Context: an optimization exercise on an open-source flow, tuned for small area. The choices shown serve that exercise and are no tape-out recipe. RTL that was checked went through simulation tests only; none was proved equivalent to the original.

// sqrt
module sqrt
#(
    parameter integer D_W = 32
)
(
    input  wire                clk,
    input  wire                rst,
    input  wire                enable,
    input  wire                in_valid,
    input  wire [D_W-1:0]      qin,
    output wire                out_valid,
    output wire [(D_W>>1)-1:0] qout
);
reg [4:0] v;
always @(posedge clk) begin
    if (rst) v <= 5'd0;
    else if (enable) v <= {v[3:0], in_valid};
end
assign out_valid = v[4];
wire [1:0] a0 = qin[31:30];
wire [1:0] t0 = a0 - 2'd1;
wire ge0 = a0 != 2'd0;
wire [0:0] q1 = ge0;
wire [1:0] r1 = ge0 ? t0[1:0] : a0[1:0];
wire [3:0] a1 = {r1, qin[29:28]};
wire [4:0] t1 = {1'b0, a1} - {2'b00, q1, 2'b01};
wire ge1 = ~t1[4];
wire [1:0] q2 = {q1, ge1};
wire [2:0] r2 = ge1 ? t1[2:0] : a1[2:0];
wire [4:0] a2 = {r2, qin[27:26]};
wire [5:0] t2 = {1'b0, a2} - {2'b00, q2, 2'b01};
wire ge2 = ~t2[5];
wire [2:0] q3 = {q2, ge2};
wire [3:0] r3 = ge2 ? t2[3:0] : a2[3:0];
wire [5:0] a3 = {r3, qin[25:24]};
wire [6:0] t3 = {1'b0, a3} - {2'b00, q3, 2'b01};
wire ge3 = ~t3[6];
wire [3:0] q4 = {q3, ge3};
wire [4:0] r4 = ge3 ? t3[4:0] : a3[4:0];
reg [3:0] q_s0;
reg [4:0] r_s0;
reg [23:0] x_s0;
always @(posedge clk) begin
    if (enable) begin
        q_s0 <= q4;
        r_s0 <= r4;
        x_s0 <= qin[23:0];
    end
end
wire [6:0] a4 = {r_s0, x_s0[23:22]};
wire [7:0] t4 = {1'b0, a4} - {2'b00, q_s0, 2'b01};
  ...
export LEC_CHECK = 0
export CAP_MARGIN = 20
export CORE_MARGIN = 2
export CORE_UTILIZATION = 40
export CTS_BUF_LIST = sky130_fd_sc_hd__clkbuf_8
export GPL_TIMING_DRIVEN = 0
export SLEW_MARGIN = 20
create_clock -name core_clock -period 5.0 [get_ports {clk}]
standard.sh (not shown) runs the stock make flow with config.mk's settings and CLKGATE_MAP_FILE= SYNTH_SCRIPT=/design/flow/synth_recipe.tcl, a recipe that flattens the netlist after the stock synthesis.
==> flow/flow/run.sh <==
#!/bin/bash
# Own layout flow: the standard ORFS flow with two changes.
#  1. Synthesis is synth_recipe.tcl (the standard synthesis) except that its
#     ABC pass uses flow/area.abc, an area-oriented mapping script (&nf, then dch +
#     map -a, then ABC's usual timing-driven buffering and sizing), instead of
#     ORFS's abc_speed.script.  Registers are not touched by ABC.
#  2. The port buffers are the smallest buffer cell (buf_1).
# Every tool's output goes to run.log here; ORFS's per-step logs stay under
# orfs/logs/.
set -euo pipefail
cd "$(dirname "$0")/.."
work=$(pwd)
cat > my_synth.tcl <<EOT
proc abc {args} {
  set i [lsearch -exact \$args -script]
  if {\$i >= 0} { lset args [expr {\$i + 1}] $work/flow/area.abc }
  yosys abc {*}\$args
}
source $work/synth_recipe.tcl
EOT
bash standard.sh SYNTH_SCRIPT=$work/my_synth.tcl \
  BUFFER_PORTS_ARGS="-buffer_cell sky130_fd_sc_hd__buf_1" finish > run.log 2>&1
==> flow/flow/area.abc <==
strash
&get -n
&st
&dch
&nf -p
&put
strash
dch
map -a
topo
stime -c
buffer -c
upsize -c
dnsize -c
The baseline finished but failed the layout checks on negative setup slack.
Next try:
--- a/flow/flow/run.sh
+++ b/flow/flow/run.sh
@@ -3,3 +3,3 @@
 #  1. Synthesis is synth_recipe.tcl (the standard synthesis) except that its
-#     ABC pass uses flow/area.abc, an area-oriented mapping script (&nf, then dch +
+#     ABC pass uses flow/area.abc, an area-oriented mapping script (dch +
 #     map -a, then ABC's usual timing-driven buffering and sizing), instead of
==> flow/flow/area.abc (replaced) <==
strash
dch
map -a
topo
stime -c
buffer -c
upsize -c
dnsize -c
- GPL_TIMING_DRIVEN: 0 -> default
This time the run produced a clean layout.
Critical path depth grows by 4.
Utilization shrinks by 0.50 points.
Hold slack is worse by 0.0060 ns.
Fmax grows by 8.5%.
Worst setup slack is better by 0.40 ns.
Next try:
==> flow/run.sh (new file) <==
#!/bin/bash
# synth_recipe.tcl (not shown) runs the flow's synth.tcl, then flattens the netlist and writes it again
# the make line also repeats each setting of config.mk as NAME=value (left out here)
make -C /OpenROAD-flow-scripts/flow DESIGN_CONFIG=/design/flow/config.mk WORK_HOME=/design/flow/orfs CLKGATE_MAP_FILE= SYNTH_SCRIPT=/design/flow/synth_recipe.tcl finish
- CTS_BUF_LIST: sky130_fd_sc_hd__clkbuf_8 -> default
- GPL_TIMING_DRIVEN: default -> 0
removed: flow/flow/run.sh
removed: flow/flow/area.abc
removed: flow/standard.sh
=> With this change the flow finished with negative setup slack left; critical path depth came out lower by 3; register-to-register slack is worse by 0.93 ns; wire length came out higher by 24%; area after synthesis came out higher by 6.2%; die area came out higher by 6.1%; synthesized cell count came out higher by 0.67%; design area came out higher by 13%; worst setup slack is worse by 0.93 ns; fmax came out lower by 16%.

---

sqrt, a different RTL version from the one above (not shown whole).
Size in the first run: ~170 flip-flops, roughly 53 I/O pins.
Settings: LEC_CHECK=0, ABC_CLOCK_PERIOD_IN_PS=4000, CAP_MARGIN=20, CORE_MARGIN=2, CORE_UTILIZATION=40, SLEW_MARGIN=20; clock period 5.0 ns.
run.sh (not shown) runs the stock make flow with config.mk's settings and CLKGATE_MAP_FILE= SYNTH_SCRIPT=/design/flow/synth_recipe.tcl, a recipe that flattens the netlist after the stock synthesis.
Stock flow here: none of the scripts above is used.
The first run completed and failed the layout checks on setup timing.
Next try:
--- a/flow/config.mk
+++ b/flow/config.mk
@@ -6,5 +6,4 @@
 export NUM_CORES = 4
 export LEC_CHECK = 0
-export ABC_CLOCK_PERIOD_IN_PS = 4000
 export CAP_MARGIN = 20
 export CORE_MARGIN = 2
=>
- The changed run reached the layout checks and failed them: setup timing
- die area does not change
- hold slack does not change
- area after synthesis stays the same
- first-iteration DRC count stays the same
- register-to-register slack barely changes
- sequential cell count is unchanged
No run of this note included a check of the RTL's function; only the layout flow was run.

[what the ideal ports hide]
The flow's constraints put no driver on any port. The routed layouts listed below were extracted and timed again, unchanged, in two steps. Step 1 assumes that a clkbuf_16 drives the clock port and a buf_2 every other input. Step 2 moves the port delays by t, midway between the first and last clock arrival at a register: inputs arrive t later, outputs are due t later. That takes back most of the time a late clock gives input paths. Slacks: ideal / step 1 / step 2; pairs: ideal / step 1.
run	shift t [ns]	slack for setup (ns)	hold WS [ns]	worst setup path after step 2	cell pins on the clock port's net
the first run of note 1	0.504	-0.142 / -0.142 / -0.142	0.424 / 0.424 / 0.424	register to register	1
the second run of note 1	0.509	0.261 / 0.261 / 0.261	0.418 / 0.418 / 0.418	register to register	1
the third run of note 1	0.480	-0.673 / -0.673 / -0.673	0.417 / 0.417 / 0.417	register to register	1
the first run of note 2	0.487	-0.285 / -0.336 / 0.151	0.417 / 0.417 / 0.417	register to output	1
the second run of note 2	0.487	-0.285 / -0.336 / 0.151	0.417 / 0.417 / 0.417	register to output	1
